From an optimization exercise on the open Yosys and OpenROAD flow, aimed at small area, a short achievable clock period and few clock cycles; shortcuts taken in it are not production practice. No run shown here included a check of the RTL's function; only the layout flow was run. Power is estimated from default activity; no workload was simulated.

==> flow/design.v (outline; a module is shown in full before it is edited, if it fits) <==
// module accelerator: 1821 lines
// module day12_fa: 10 lines
// module day12_ha: 9 lines
// module day12_top: 27 lines
module day12_top #(
    parameter MAX_REGION_W = 64,
    parameter MAX_REGION_H = 64
) (
    input  wire clk,
    input  wire rst_n,
    input  wire in_valid,
    input  wire [31:0] in_data,
    output wire in_ready,
    output wire out_valid,
    output wire [31:0] out_data,
    input  wire out_ready
);
  // ...
==> flow/flow/run.sh <==
#!/bin/bash
# The standard layout (the standard.sh: standard synthesis, floorplan,
# placement, CTS, routing), with one change: the buffers that global
# placement puts on every input and output port are buf_2 cells instead of
# the cell buffer_ports picks by default.
set -euo pipefail
export BUFFER_PORTS_ARGS="-buffer_cell sky130_fd_sc_hd__buf_2"
bash standard.sh > standard.log 2>&1
==> flow/standard.sh <==
#!/bin/bash
# synth_recipe.tcl (not shown) runs the flow's synth.tcl, then flattens the netlist and writes it again
# the make line also repeats each setting of config.mk as NAME=value (left out here)
make -C /OpenROAD-flow-scripts/flow DESIGN_CONFIG=/design/flow/config.mk WORK_HOME=/design/flow/orfs CLKGATE_MAP_FILE= SYNTH_SCRIPT=/design/flow/synth_recipe.tcl "${@:-finish}"
==> flow/config.mk <==
export PLATFORM = sky130hd
export DESIGN_NAME = day12_top
export DESIGN_NICKNAME = day12_top
export VERILOG_FILES = /design/flow/design.v
export SDC_FILE = /design/flow/constraint.sdc
export NUM_CORES = 4
export LEC_CHECK = 0
export CAP_MARGIN = 20
export CORE_MARGIN = 2
export CORE_UTILIZATION = 70
export CTS_CLUSTER_DIAMETER = 80
export CTS_CLUSTER_SIZE = 24
export SLEW_MARGIN = 20
export SYNTH_HIERARCHICAL = 1
==> flow/constraint.sdc <==
create_clock -name core_clock -period 14.5 [get_ports {clk}]
set_input_delay 2.9000 -clock core_clock [delete_from_list [all_inputs] [get_ports {clk}]]
set_output_delay 2.9000 -clock core_clock [all_outputs]
set_load 0.01 [all_outputs]
==> impl_metrics.py, run 1 <==
metrics = {
    "floorplanning": {
        "die_w_um": 168,
        "start_util_pct": 71.6,
        "core_um2": 26100,
        "die_h_um": 168,
    },
    "setup_path": {
        "crit_buf_inv": 0,
        "cp_top_family": "adder cells",
        "cp.depth": 12,
        "critPathKind": "flip-flop to flip-flop",
    },
    "layout": {
        "clkbuf_count": 22,
        "nNonClkInverters": 27,
        "largestClassByArea": "multi-input combinational cells",
        "n_fill_cell": 1833,
        "buffer_area_share_pct": 2.04,
    },
    "status": {
        "status": "no timing/DRC/antenna violations",
    },
    "pwr": {
        "p_sw_share_pct": 23.8,
        "seq_cell_power_mw": 0.838,
    },
    "timing": {
        "finalHoldWorstSlack_ns": 0.422,
        "rsz0062_at_grt": "no",
    },
    "logic_synthesis": {
        "synth-seq-cells": 287,
        "yosys.area_share.simple_pct": 18.3,
        "netlist-cell-type-count": 61,
        "synthTopCellsByCount": "and2_1 (278), dfxtp_1 (256), fa_1 (251), nor2_1 (178), ha_1 (73)",
        "synth_top_area_share_pct": 27.4,
        "synth_edf_count": 31,
        "syn_avg_cell_area_um2": 11.0,
    },
    "cts": {
        "holdBufCountCts": 0,
        "tritoncts": "built",
        "cts_resized": 0,
        "cts_setup_buffers": 0,
        "cts-buffers-inserted": 16,
    },
    "place": {
        "placed_area_um2": 19200,
        "place_congestion": 0.928,
    },
    "grt": {
        "grtUsageMet2_pct": 56.7,
        "first_global_vias": 13200,
    },
    "routing": {
        "dr_wl_met2_mm": 22.5,
    },
    "job": {
        "drv_cap": 0,
    },
}
==> inputs of run 2 (changes only) <==
--- a/flow/design.v
+++ b/flow/design.v
@@ -24,16 +24,17 @@
 reg  [1:0]  rsub;          
 reg         busy;          
 reg         ovalid;
 reg  [15:0] count;
 reg  [7:0]  cells [0:7];
 reg  [31:0] r_data;
 reg  [31:0] r_a;           
 reg  [3:0]  r_a1w;
+reg         r_big;
 reg         r_v;
 reg         r_wh, r_q1, r_q2, r_end;
 reg         pstall;        
 reg         nrdy;          
 wire accept = in_valid & ~nrdy;
 assign in_ready  = ~nrdy;
 assign out_valid = ovalid;
 assign out_data  = {16'd0, count};
@@ -116,16 +117,17 @@
 integer i;
 wire [31:0] a_in = ({32{t_wh}} & {in_data[7:0], in_data[15:8], 8'd0, in_data[23:16]})
                  | ({32{t_q1}} & {cells[3], cells[2], cells[1], cells[0]})
                  | ({32{t_q2}} & {cells[7], cells[6], cells[5], cells[4]});
 always @(posedge clk) begin
     r_data <= in_data;
     r_a    <= a_in;
     r_a1w  <= {4{t_wh}} & in_data[27:24];
+    r_big  <= big;
     phase <= nxt_phase;
     idx   <= nxt_idx;
     sleft <= nxt_sleft;
     wl    <= nxt_wl;
     rleft <= nxt_rleft;
     rsub  <= nxt_rsub;
     if (r_v && phase == PH_SHDR)
         cells[idx] <= rhc;
@@ -1439,18 +1441,18 @@
 day12_fa u_fs739 (.a(mk662), .b(gm695), .c(ms663), .s(fs739), .co(fc740));
 day12_fa u_fs741 (.a(fc736), .b(gm715), .c(fs739), .s(fs741), .co(fc742));
 day12_fa u_fs743 (.a(mc664), .b(gm696), .c(ms665), .s(fs743), .co(fc744));
 day12_fa u_fs745 (.a(fc740), .b(gm716), .c(fc742), .s(fs745), .co(fc746));
 day12_fa u_fs747 (.a(mc666), .b(ms667), .c(gm697), .s(fs747), .co(fc748));
 day12_fa u_fs749 (.a(fc744), .b(gm717), .c(fc746), .s(fs749), .co(fc750));
 day12_fa u_fs751 (.a(mc668), .b(ms669), .c(gm698), .s(fs751), .co(fc752));
 day12_fa u_fs753 (.a(mc670), .b(ms671), .c(gm699), .s(fs753), .co(fc754));
-wire [15:0] w_in = r_data[15:0];
-wire [15:0] h_in = r_data[31:16];
+wire [15:0] w_in = in_data[15:0];
+wire [15:0] h_in = in_data[31:16];
 reg big;
 integer bi, bj;
 always @(*) begin
     big = 1'b0;
     for (bi = 4; bi < 16; bi = bi + 1)
         for (bj = 19 - bi; bj < 16; bj = bj + 1)
             big = big | (w_in[bi] & h_in[bj]);
 end
@@ -1588,17 +1590,17 @@
     sr0_18 <= pp380;
     sr1_18 <= mh689;
     sr2_18 <= gm711;
     sr3_18 <= gm731;
     sr0_19 <= mk690;
     sr1_19 <= ms691;
     sr2_19 <= gm712;
     sr3_19 <= gm732;
-    p_big <= big;
+    p_big <= r_big;
     if (!rst_n) begin
         p_wh <= 1'b0; p_q2 <= 1'b0; p_end <= 1'b0;
     end else begin
         p_wh <= r_wh; p_q2 <= r_q2; p_end <= r_end | late_end;
     end
 end
 reg  [20:0] acc;
 wire [20:0] sum_s, sum_c;
==> impl_metrics.py, run 2 <==
metrics = {
    "layout": {
        "largest_reg_flops": 64,
        "diodes": 0,
        "final_nets": 2124,
        "top_register": "accel.cells",
        "layout_commonest_cell": "and2_1",
        "layout_common_cells": "and2_1 (285), dfxtp_1 (257), fa_1 (251)",
        "largestRegisters": "accel.cells x64, accel.r_a x32, accel.r_data x32",
        "drive_gt1_share_pct": 7.06,
        "finalCoreUtilization_pct": 75.2,
        "syn2layout_area_growth_pct": 5.06,
    },
    "logic_synthesis": {
        "synthFlopType": "dfxtp_1",
        "netlist_top_cells_area": "dfxtp_1 (27%), fa_1 (27%), and2_1 (9.5%), edfxtp_1 (5.0%), ha_1 (4.9%)",
        "synth_fa_ha_area_share_pct": 31.7,
        "synth_top_area_share_pct": 27.4,
        "synth_edf_count": 31,
        "netlist-cell-type-count": 74,
        "ys_async_sr_fraction_pct": 0,
        "syn_avg_cell_area_um2": 10.7,
        "synth_area_um2": 18800,
        "synth-seq-cells": 288,
        "synth_top_family_by_area": "adder cells",
        "yosysWarnings": 7,
        "yosysTopAreaCell": "dfxtp_1",
        "synth_compound_area_share_pct": 5.87,
        "synth-xor-area-share_pct": 3.53,
        "synth.most_common_cell": "and2_1",
        "yosys-mux-area-fraction_pct": 4.42,
        "synth_cells": 1748,
        "yosys.area_share.simple_pct": 19.2,
        "ys_seq_area_share_pct": 32.4,
        "synthTopCellsByCount": "and2_1 (285), dfxtp_1 (257), fa_1 (251), nor2_1 (166), nand2_1 (104)",
    },
    "floorplanning": {
        "core_um2": 26200,
        "die_w_um": 168,
        "start_util_pct": 71.6,
        "die_h_um": 168,
        "rows": 59,
        "die-area_um2": 28100,
        "boundaryPins": 70,
    },
    "timing": {
        "finalSetupViolations": 0,
        "finalCriticalPeriod_ns": 4.79,
        "rsz0062_at_grt": "no",
        "finalHoldViolCount": 0,
        "tightest_slew_ns": 1.05,
        "fin_tns_setup_ns": 0,
        "slew_viol_final": 0,
        "period_share_pct": 33.0,
        "fmax_mhz": 209,
        "finClkSkew_ns": 0.0230,
        "slew_headroom_pct": 29.8,
        "fin_ws_ns": 9.71,
    },
    "cts": {
        "cts_resized": 0,
        "cts-buffers-inserted": 17,
        "clk_pin_slew_ns": 0.09,
        "clk_path_buf_depth": 3,
        "cts_setup_buffers": 0,
        "holdBufCountCts": 0,
        "clkLatencyLatePin_ns": 0.51,
        "cts_root_buf": "clkbuf_16",
        "tritoncts": "built",
        "clock_sinks": 288,
        "htreeDepth": 1,
    },
    "hold_path": {
        "hold_class": "flip-flop to flip-flop",
        "hp-start": "accel.r_big",
        "holdPathStages": 0,
    },
    "routing": {
        "drt_iter0_markers": 1159,
        "firstDrtPassIters": 8,
        "drc": 0,
        "detail_route.wl_per_cell_um": 22.3,
        "postRouteAntennaNets": 0,
        "avgViaCountPerCell": 6.10,
        "routed_wl_mm": 47.0,
        "num_vias": 12800,
    },
    "setup_path": {
        "reg2regPathDepth": 9,
        "critical_path.endpoint_type": "flip-flop",
        "worstPathArrival_ns": 5.19,
        "critPathKind": "input pin to flip-flop",
        "worstPathMaxFanout": 69,
        "cp_cell_sequence": "buf_2, inv_2, buf_4, or3_1, nor2_1, nand3_1, o41ai_1, a21oi_1, nand2_1",
        "max_stage_delay_ns": 0.85,
        "worst_ep_required_time_ns": 14.90,
        "cp-start-kind": "input pin",
        "reg2reg_from": "accel.phase[0]",
        "worst_path_max_delay_cell": "or3_1",
        "critPathLaunch": "rst_n",
    },
    "pwr": {
        "leakagePower_nw": 9.27,
        "power_per_cell_area_nw_per_um2": 77.6,
        "power_mw": 1.53,
        "vdd_drop_max_mv": 0.103,
    },
    "place": {
        "place_ws_ns": 9.22,
        "port_buffers": 53,
        "dp_hpwl_mm": 35.0,
        "place_congestion": 0.930,
    },
    "job": {
        "drv_cap": 0,
    },
    "status": {
        "status": "no timing/DRC/antenna violations",
    },
    "grt": {
        "grt_remaining_overflow": 0,
        "track_usage_pct": 34.8,
        "antenna_found_initial": 1,
        "first_global_vias": 13300,
        "grt_max_degree": 70,
        "grt_pass1_wl_mm": 74.7,
    },
}
-- run 2: cell families after synthesis --
group	after synthesis
muxes	81
adders and majority gates	324
other	1
and+or+nand+nor	681
AOI/OAI and AO/OA	183
xor gates and xnor gates	74
DFF	288
buffers and inverters	116
-- run 2: modules after synthesis (local to each module, per instance), a selection --
module	area, um2	cells inside
day12_fa	20.0	1
day12_ha	12.5	1
-- run 2: critical path, delay by kind of cell --
kind | cells | cell delay (ns)
compound gates | 2 | 0.23
buf+inv | 3 | 0.78
simple gates | 4 | 1.22
-- run 2: metal layers --
metal	track usage (%)	up-vias	wire (um)
li1	-	5742	-
met1	50.9	6425	20100
met2	54.4	593	21500
met3	6.67	79	4240
met4	8.96	0	1240
met5	0	-	0
-- run 2: final cells by class --
type,count,area (um2)
Clock buffer,19,433
Clock inverter,6,80.1
Fill cell,1881,6500
Inverter,30,113
Multi-Input combinational cell,1359,12200
Sequential cell,288,6080
Tap cell,335,419
Timing Repair Buffer,68,378
-- run 2: report_power, final --
part,leakage [nW],switching [mW],total (mW),internal [mW]
Clock,0.252,0.272,0.512,0.240
Sequential,2.37,0.0339,0.860,0.826
Combinational,6.65,0.0956,0.156,0.0603
Total,9.27,0.402,1.53,1.13
-- run 2: through the flow --
step                      cells  hold slack [ns]  cell area, um2
after global routing       2105            0.350           19700
after detailed placement   2080            0.330           19200
after global placement     2080            0.321           19200
final                      2105            0.351           19700
after CTS                  2105            0.349           19700
after floorplan            1763            0.310           18800
-- run 2: path summary, 6_finish.rpt --
check             slack (ns)             to
setup / recovery        9.71  accel.acc[19]
hold / removal          0.35    accel.p_big
setup reg to reg       10.36  accel.r_a[12]
hold reg to reg         0.35    accel.p_big

what the ideal ports hide:
In the flow no input, the clock included, has a driving cell. The finished layouts below were timed again as built, in two steps. Step 1, drivers: a clkbuf_16 drives clk and a buf_2 each remaining input, both assumed. Step 2, shift: input delay + t, output delay - t, t = (earliest + latest rising clock arrival at the registers) / 2. This alone moves slack from input paths to output paths. Slacks: no drivers / after step 1 / after step 2; pairs: no drivers / after step 1.
| run | shift t [ns] | slack for setup (ns) | clock arrival spread, ns | slew at the worst register clock pin (ns) | cell pins on the clock port's net |
|---|---|---|---|---|---|
| run 1 | 0.551 | 10.319 / 10.319 / 10.229 | 0.025 / 0.024 | 0.10 / 0.10 | 1 |
| run 2 | 0.552 | 9.713 / 9.745 / 9.193 | 0.025 / 0.024 | 0.10 / 0.10 | 1 |
After both steps every run listed still meets setup and hold. For run 2, which loses most, drivers alone change the setup slack by +0.032 ns; drivers and shift together by -0.520 ns.
